What follows belongs to an exercise in optimizing a design on an open flow for small area and a short achievable clock period; a production flow would make more cautious choices. Where RTL was checked, it was by simulation tests only, not by an equivalence proof against the original. Power figures rest on the tool's default switching activity, not on a simulated workload.

==> exp/onyx <==
Design DSP48A1_simplified, start of the top module:
module DSP48A1_simplified (P, A, B, D, C, clk, rst_n);
  parameter OPERATION = "ADD";
  input [17:0] A, B, D;
  input [47:0] C;
  input clk, rst_n;
  output reg [47:0] P;
  reg [18:0] S;
  always @(posedge clk) S <= D + B;
  reg [9:0] BN, B1, B2;   
  reg [17:0] A_r;
  wire [21:0] sx = {2'b00, S, 1'b0};
  wire [2:0] bw0 = sx[2:0];
  wire [2:0] bw1 = sx[4:2];
  wire [2:0] bw2 = sx[6:4];
  wire [2:0] bw3 = sx[8:6];
  wire [2:0] bw4 = sx[10:8];
  wire [2:0] bw5 = sx[12:10];
  wire [2:0] bw6 = sx[14:12];
  wire [2:0] bw7 = sx[16:14];
  wire [2:0] bw8 = sx[18:16];
  wire [2:0] bw9 = sx[20:18];
  always @(posedge clk) begin
    A_r <= A;
    BN[0] <= rst_n & bw0[2] & ~(bw0[1] & bw0[0]);
    BN[1] <= rst_n & bw1[2] & ~(bw1[1] & bw1[0]);
    BN[2] <= rst_n & bw2[2] & ~(bw2[1] & bw2[0]);
    BN[3] <= rst_n & bw3[2] & ~(bw3[1] & bw3[0]);
    BN[4] <= rst_n & bw4[2] & ~(bw4[1] & bw4[0]);
    BN[5] <= rst_n & bw5[2] & ~(bw5[1] & bw5[0]);
    BN[6] <= rst_n & bw6[2] & ~(bw6[1] & bw6[0]);
    BN[7] <= rst_n & bw7[2] & ~(bw7[1] & bw7[0]);
    BN[8] <= rst_n & bw8[2] & ~(bw8[1] & bw8[0]);
    BN[9] <= rst_n & bw9[2] & ~(bw9[1] & bw9[0]);
    B1[0] <= rst_n & (bw0[1] ^ bw0[0]);
    B1[1] <= rst_n & (bw1[1] ^ bw1[0]);
    B1[2] <= rst_n & (bw2[1] ^ bw2[0]);
    B1[3] <= rst_n & (bw3[1] ^ bw3[0]);
    B1[4] <= rst_n & (bw4[1] ^ bw4[0]);
    B1[5] <= rst_n & (bw5[1] ^ bw5[0]);
    B1[6] <= rst_n & (bw6[1] ^ bw6[0]);
    B1[7] <= rst_n & (bw7[1] ^ bw7[0]);
    B1[8] <= rst_n & (bw8[1] ^ bw8[0]);
    B1[9] <= rst_n & (bw9[1] ^ bw9[0]);
    B2[0] <= rst_n & ((bw0[2] & ~bw0[1] & ~bw0[0]) | (~bw0[2] & bw0[1] & bw0[0]));
    B2[1] <= rst_n & ((bw1[2] & ~bw1[1] & ~bw1[0]) | (~bw1[2] & bw1[1] & bw1[0]));
    B2[2] <= rst_n & ((bw2[2] & ~bw2[1] & ~bw2[0]) | (~bw2[2] & bw2[1] & bw2[0]));
    B2[3] <= rst_n & ((bw3[2] & ~bw3[1] & ~bw3[0]) | (~bw3[2] & bw3[1] & bw3[0]));
    B2[4] <= rst_n & ((bw4[2] & ~bw4[1] & ~bw4[0]) | (~bw4[2] & bw4[1] & bw4[0]));
    B2[5] <= rst_n & ((bw5[2] & ~bw5[1] & ~bw5[0]) | (~bw5[2] & bw5[1] & bw5[0]));
    B2[6] <= rst_n & ((bw6[2] & ~bw6[1] & ~bw6[0]) | (~bw6[2] & bw6[1] & bw6[0]));
    B2[7] <= rst_n & ((bw7[2] & ~bw7[1] & ~bw7[0]) | (~bw7[2] & bw7[1] & bw7[0]));
    B2[8] <= rst_n & ((bw8[2] & ~bw8[1] & ~bw8[0]) | (~bw8[2] & bw8[1] & bw8[0]));
  ...
clock: 6.5 ns
lec_check: 0
cap_margin: 20
core_margin: 2
core_utilization: 40
cts_buf_list: sky130_fd_sc_hd__clkbuf_4 sky130_fd_sc_hd__clkbuf_8
setup_slack_margin: 3.5
slew_margin: 20
synth_hierarchical: 1
run.sh (not shown) runs the stock make flow with config.mk's settings and CLKGATE_MAP_FILE= SYNTH_SCRIPT=/design/flow/synth_recipe.tcl, a recipe that flattens the netlist after the stock synthesis.
==> exp/maple: changes against exp/onyx <==
- CORE_UTILIZATION: 40 -> 70
- CTS_BUF_LIST: sky130_fd_sc_hd__clkbuf_4 sky130_fd_sc_hd__clkbuf_8 -> unset
- PLACE_DENSITY: unset -> 0.8
==> summary.txt <==
Run status
The run finished with no timing, DRC or antenna violations.

Routing
The length of routed met3 wiring is 3510 um. After detailed routing, no signal wire sits above met5.

Die
The die covers 0.0419 mm2.

Clock tree
Buffers added to address setup during post-CTS repair amount to 50.

Global route
The global-route wire length before repair is 68700 um. The number of global-route vias before repair is 12400.

Setup path
The origin of the worst setup path is R0_11.
the above is filed under exp/onyx

==> summary.txt <==
Run status
The flow ran to the end and the layout has no timing, DRC or antenna violations.

Die
The area of the die is 0.0242 mm2.

STA
The worst hold slack is 0.411 ns.

Clock tree
The post-CTS repair timing setup buffer count is 51.

Setup path
The endpoint of the worst-slack reg-to-reg timing path is P[41].

Global route
The number of global-route vias before repair is 13400.

Routing
The uppermost metal layer occupied by signal nets is met4. The length of routed met3 wiring is 5710 um.
the above is filed under exp/maple


========
==> amber: inputs <==
DSP48A1_simplified, a different RTL version from the one above (not shown whole).
clock: 6.5 ns
lec_check: 0
cap_margin: 20
core_margin: 2
core_utilization: 40
setup_slack_margin: 3.7
slew_margin: 20
synth_hierarchical: 1
tns_end_percent: 10
standard.sh (not shown) runs the stock make flow with config.mk's settings and CLKGATE_MAP_FILE= SYNTH_SCRIPT=/design/flow/synth_recipe.tcl, a recipe that flattens the netlist after the stock synthesis.
==> flow/flow/run.sh <==
#!/bin/bash
set -uo pipefail
export BUFFER_PORTS_ARGS="-buffer_cell sky130_fd_sc_hd__buf_1"
export CTS_ARGS="-sink_clustering_enable -repair_clock_nets -dont_use_dummy_load -buf_list sky130_fd_sc_hd__clkbuf_8 -sink_clustering_size 14 -sink_clustering_max_diameter 80"
bash standard.sh > standard.log 2>&1
==> ember (differences from amber) <==
--- a/flow/design.v
+++ b/flow/design.v
@@ -1,14 +1,18 @@
 module DSP48A1_simplified (P, A, B, D, C, clk, rst_n);
   parameter OPERATION = "ADD";
   input [17:0] A, B, D;
   input [47:0] C;
   input clk, rst_n;
   output reg [47:0] P;
-  reg [18:0] S;
-  always @(posedge clk) S <= D + B;
+  reg [17:0] D_r, B_r;
+  always @(posedge clk) begin
+    D_r <= D;
+    B_r <= B;
+  end
+  wire [18:0] S = D_r + B_r;   
   reg [9:0] BN, B1, B2;   
   reg [17:0] A_r;
   wire [21:0] sx = {2'b00, S, 1'b0};
   wire [2:0] bw0 = sx[2:0];
   wire [2:0] bw1 = sx[4:2];
   wire [2:0] bw2 = sx[6:4];
==> flow_summary.yaml <==
critical_path:
  crit_fanout: 10
  reg2reg_from: "A_r[16]"
outcome:
  outcome: "no timing/DRC/antenna violations"
routing:
  wl_met1_um: 20800
power:
  p_per_area_nw_per_um2: 570
  net-switching-power_uw: 5460
floorplanning:
  die_area_um2: 47700
# the run above: amber

==> flow_summary.yaml <==
global_route:
  met2_usage: 0.331
critical_path:
  crit_fanout: 7
final_layout:
  n_fill_cell: 4404
power:
  p_per_area_nw_per_um2: 573
  net-switching-power_uw: 5680
routing:
  wl_met1_um: 21400
timing:
  finalSetupTns_ps: 0
outcome:
  outcome: "no timing/DRC/antenna violations"
# the run above: ember

Function was not checked in any run of this note: the RTL went through the layout flow alone.

========
==> inputs of lagoon <==
DSP48A1_simplified, a different RTL version from the one above (not shown whole).
export LEC_CHECK = 0
export CAP_MARGIN = 20
export CORE_MARGIN = 2
export CORE_UTILIZATION = 40
export SETUP_SLACK_MARGIN = 3.4
export SLEW_MARGIN = 20
export SYNTH_HIERARCHICAL = 1
export TNS_END_PERCENT = 0
create_clock -name core_clock -period 6.5 [get_ports {clk}]
==> flow/flow/run.sh <==
#!/bin/bash
# The standard layout (standard.sh: the standard synthesis, then ORFS to the
# routed layout), with two changes made through ORFS's own variables:
#  - the port buffers are plain buf_1 cells instead of the delay-cell buffers
#    that port buffering picks by default (every port still gets its own buffer);
#  - clock tree synthesis uses clkbuf_8 buffers with sink clusters of at most
#    14 flip-flops (80 um across) and no dummy loads, instead of clkbuf_16 leaves.
# All make/tool output goes to standard.log in this folder.
set -uo pipefail
export BUFFER_PORTS_ARGS="-buffer_cell sky130_fd_sc_hd__buf_1"
export CTS_ARGS="-sink_clustering_enable -repair_clock_nets -dont_use_dummy_load -buf_list sky130_fd_sc_hd__clkbuf_8 -sink_clustering_size 14 -sink_clustering_max_diameter 80"
bash standard.sh > standard.log 2>&1
==> inputs of willow, as changes to lagoon <==
==> flow/run.sh (new file) <==
#!/bin/bash
# synth_recipe.tcl (not shown) runs the flow's synth.tcl, then flattens the netlist and writes it again
# the make line also repeats each setting of config.mk as NAME=value (left out here)
make -C /OpenROAD-flow-scripts/flow DESIGN_CONFIG=/design/flow/config.mk WORK_HOME=/design/flow/orfs CLKGATE_MAP_FILE= SYNTH_SCRIPT=/design/flow/synth_recipe.tcl finish
- SETUP_SLACK_MARGIN: 3.4 -> 3.5
- TNS_END_PERCENT: 0 -> default
removed: flow/flow/run.sh
removed: flow/standard.sh
==> inputs of raven, as changes to lagoon <==
==> flow/run.sh (new file) <==
#!/bin/bash
# synth_recipe.tcl (not shown) runs the flow's synth.tcl, then flattens the netlist and writes it again
# the make line also repeats each setting of config.mk as NAME=value (left out here)
make -C /OpenROAD-flow-scripts/flow DESIGN_CONFIG=/design/flow/config.mk WORK_HOME=/design/flow/orfs CLKGATE_MAP_FILE= SYNTH_SCRIPT=/design/flow/synth_recipe.tcl finish
- ABC_AREA: default -> 1
- SETUP_SLACK_MARGIN: 3.4 -> 3.5
- TNS_END_PERCENT: 0 -> default
removed: flow/flow/run.sh
removed: flow/standard.sh
==> summary.txt <==
item	raven	lagoon	willow
Status	complete, no violations	complete, no violations	complete, no violations
Max Freq	0.305 GHz	0.320 GHz	0.317 GHz
Starting Density	40.4%	40.3%	40.3%
Average routed wire per standard cell	16.9 um	18.2 um	19.8 um
Clock transition at the register clock pins on the worst setup and hold paths after CTS	0.06 ns	0.09 ns	0.06 ns
Share of cell area taken by muxes after synthesis	0%	2.72%	2.72%
Sequential share of cell area	21.0%	25.6%	21.4%
Worst Setup Slack post-DPL	2.86 ns	2.93 ns	2.77 ns
Buffers plus inverters on the worst setup path	3	0	1
Routed length on met3	4.09 mm	2.47 mm	3.71 mm
Post-CTS setup buffers	63	7	90
Met1 Track Usage GR	27.8%	25.7%	29.8%
Multi-In Gates	1331	1142	1142

separate check: timing with driven ports:
In the flow no input, the clock included, has a driving cell. The finished layouts below were timed again as built, in two steps. Step 1, drivers: a clkbuf_16 drives clk and a buf_2 each remaining input, both assumed. Step 2 adds t to the input delays and takes it off the output delays; t is the mean of the earliest and latest rising clock arrival at the registers after step 1. Input paths then give back, and output paths get back, about the clock's delay inside the block. a / b / c = ideal ports / drivers / drivers and shift; a / b = the first two.
run | shift t [ns] | setup WS [ns] | slew at the worst register clock pin (ns)
exp/onyx | 0.609 | 3.285 / 3.285 / 2.773 | 0.07 / 0.07
exp/maple | 0.583 | 3.104 / 3.104 / 2.748 | 0.07 / 0.07
amber | 0.603 | 3.586 / 3.586 / 3.270 | 0.10 / 0.10
ember | 0.617 | 3.538 / 3.538 / 3.494 | 0.10 / 0.10
lagoon | 0.578 | 3.375 / 3.375 / 3.044 | 0.09 / 0.09
willow | 0.603 | 3.344 / 3.344 / 2.910 | 0.06 / 0.06
raven | 0.583 | 3.225 / 3.225 / 2.816 | 0.06 / 0.06
After both steps setup and hold are still met in every run listed. The setup slack of exp/onyx, which loses most, moves by 0.000 ns with the drivers and by -0.512 ns with both steps.
